Source: an optimization exercise on an open RTL-to-GDS flow (aim: small area and few clock cycles per item). Production flows keep margins and buffers that such runs may drop.
In this exercise RTL edits were held to simulation tests only and were not proved equivalent to the original.

// dblcordicpll
module	dblcordicpll (
		input	wire			i_clk,
		input	wire			i_reset,
		input	wire			i_ld,
		input	wire	[31:0]		i_step,
		input	wire			i_ce,
		input	wire	signed	[15:0]	i_input,
		input	wire	[4:0]		i_lgcoeff,
		output	wire	[15:0]		o_err,
		output	wire	[31:0]		o_phase,
		output	wire			pd_done
	);
For scale: roughly 190 flip-flops, about 110 I/O pins, ~29000 um^2 of cells after synthesis.
make LEC_CHECK=0 ABC_AREA=1 CAP_MARGIN=20 CORE_MARGIN=2 CORE_UTILIZATION=40 GPL_TIMING_DRIVEN=0 PLACE_DENSITY=0.6 SETUP_SLACK_MARGIN=0.3 SLEW_MARGIN=20 finish   # period 10.0 ns
run.sh (not shown) runs the stock make flow with config.mk's settings and CLKGATE_MAP_FILE= SYNTH_SCRIPT=/design/flow/synth_recipe.tcl, a recipe that flattens the netlist after the stock synthesis.
The baseline went through all stages and came out clean.
Testbench counts at the start, summed over its fixed seeds: cycles 88,320, items 3,840.
==> next run, changes <==
--- a/flow/config.mk
+++ b/flow/config.mk
@@ -10,6 +10,4 @@
 export CORE_MARGIN = 2
 export CORE_UTILIZATION = 40
-export GPL_TIMING_DRIVEN = 0
 export PLACE_DENSITY = 0.6
-export SETUP_SLACK_MARGIN = 0.3
 export SLEW_MARGIN = 20
What happened: The new run finished clean. Register-to-register slack improves by 90 ps. Setup slack improves by 90 ps. Final cell count came out lower by 2.3%. Design area came out lower by 2.6%. Hold slack improves by 3.8 ps. Critical path depth came out higher by 6.


== before ==
dblcordicpll, a different RTL version from the one above (not shown whole).
For scale: roughly 4,300 cells after synthesis, roughly 190 flip-flops, about 110 I/O pins, about 29,000 µm² of cells after synthesis.
Settings: LEC_CHECK=0, ABC_AREA=1, CAP_MARGIN=20, CORE_MARGIN=2, CORE_UTILIZATION=40, PLACE_DENSITY=0.6, SLEW_MARGIN=20; clock period 10.0 ns.
Per the final summary, before finished and its layout is clean on timing, DRC and antenna.
Testbench counts of before, summed over its fixed seeds: cycles 92,160, items 3,840.
[inputs] after vs before
# before
export LEC_CHECK = 0
export ABC_AREA = 1
export CAP_MARGIN = 20
export CORE_MARGIN = 2
export CORE_UTILIZATION = 40
export PLACE_DENSITY = 0.6
export SLEW_MARGIN = 20
create_clock -name core_clock -period 10.0 [get_ports {i_clk}]
# after
export LEC_CHECK = 0
export ABC_AREA = 1
export CAP_MARGIN = 0
export CORE_MARGIN = 2
export CORE_UTILIZATION = 40
export PLACE_DENSITY = 0.6
export SLEW_MARGIN = 0
create_clock -name core_clock -period 10.0 [get_ports {i_clk}]
Results
Critical path launch point = cm[1]$_SDFF_PP0_: before; critical path launch point = yv[4]$_SDFF_PP0_: after. | transition time of the tightest slew-check pin | lower: before |. Comparing after and before, the lower endpoint required time on the critical path is on before. Number of stages on the worst setup path came out higher on after than on before. Compared after vs before, and least setup slack across all paths after layout is up in after. The slowest cell on the critical path comes out fa_1 in one run and buf_4 in the other, namely in after and before respectively. For before, the termination of the worst setup path was yv[22]$_DFF_P_, unlike after, where it was r_step[30]$_SDFFE_PP0P_. There was hardly any difference in sequential cell area share between before and after. Summary of after over before: clock skew has remained practically unchanged, worst-case headroom to the max-slew limit fell by 3.6 points, final core utilization flat.


alpha:
dblcordicpll, a different RTL version from the one above (not shown whole).
For scale: roughly 3800 cells after synthesis, ~31000 µm² of cells after synthesis.
Settings: LEC_CHECK=0, CAP_MARGIN=20, CORE_MARGIN=2, CORE_UTILIZATION=40, PLACE_DENSITY=0.6, SLEW_MARGIN=20; clock period 10.0 ns.
Testbench counts of alpha, summed over its fixed seeds: cycles 96,000, items 3,840.
Setup changes, alpha to beta
Settings: PLACE_DENSITY: 0.6 -> 0.75; ABC_AREA: unset -> 1; CORE_UTILIZATION: 40 -> 60.
==> comparison <==
Re critical path depth: beta and alpha aren't equal, and the lower value belongs to beta. On vias per cell: between beta and alpha, it ends up higher for beta. Taking alpha as the reference, in beta number of rows created at floorplan went down about 20%; number of synthesized flops with an enable pin held; fraction of the cycle the final worst path needs lost 0.79 points. On transition time at the pin with the least slew margin: between beta and alpha, it ends up lower for alpha.
> inputs changed (beta -> gamma)
Settings: CORE_UTILIZATION now 40, was 60; PLACE_DENSITY now 0.6, was 0.75.
Findings:
gamma finished end to end and its layout was clean on timing, DRC and antenna. Diff gamma and beta: final period demand of the worst path lower in gamma. Delta (gamma minus beta): sequential cell area share comparable; fraction of the cycle the final worst path needs now smaller; pin count of the biggest net entering global routing now smaller.

## what the ideal ports hide
In the flow no input, the clock included, has a driving cell. The finished layouts below were timed again as built, in two steps. Step 1 assumes that a clkbuf_16 drives the clock port and a buf_2 every other input. Step 2 times the ports against the registers' clock, not the clock port: input delays grow and output delays shrink by t, the midpoint of the rising clock arrivals with the driver on. Slacks: ideal / step 1 / step 2; pairs: ideal / step 1.
| run | t (ns) | slack for setup (ns) | cell pins on the clock port's net |
|---|---|---|---|
| the first run of note 1 | 0.605 | 0.478 / 0.478 / 0.478 | 1 |
| the second run of note 1 | 0.589 | 0.568 / 0.568 / 0.568 | 1 |
| before | 0.581 | 0.851 / 0.851 / 0.851 | 1 |
| after | 0.583 | 0.864 / 0.864 / 0.864 | 1 |
| alpha | 0.545 | 0.376 / 0.376 / 0.376 | 1 |
| beta | 0.591 | 0.456 / 0.456 / 0.456 | 1 |
| gamma | 0.584 | 0.565 / 0.565 / 0.565 | 1 |
After both steps every run listed still meets setup and hold.
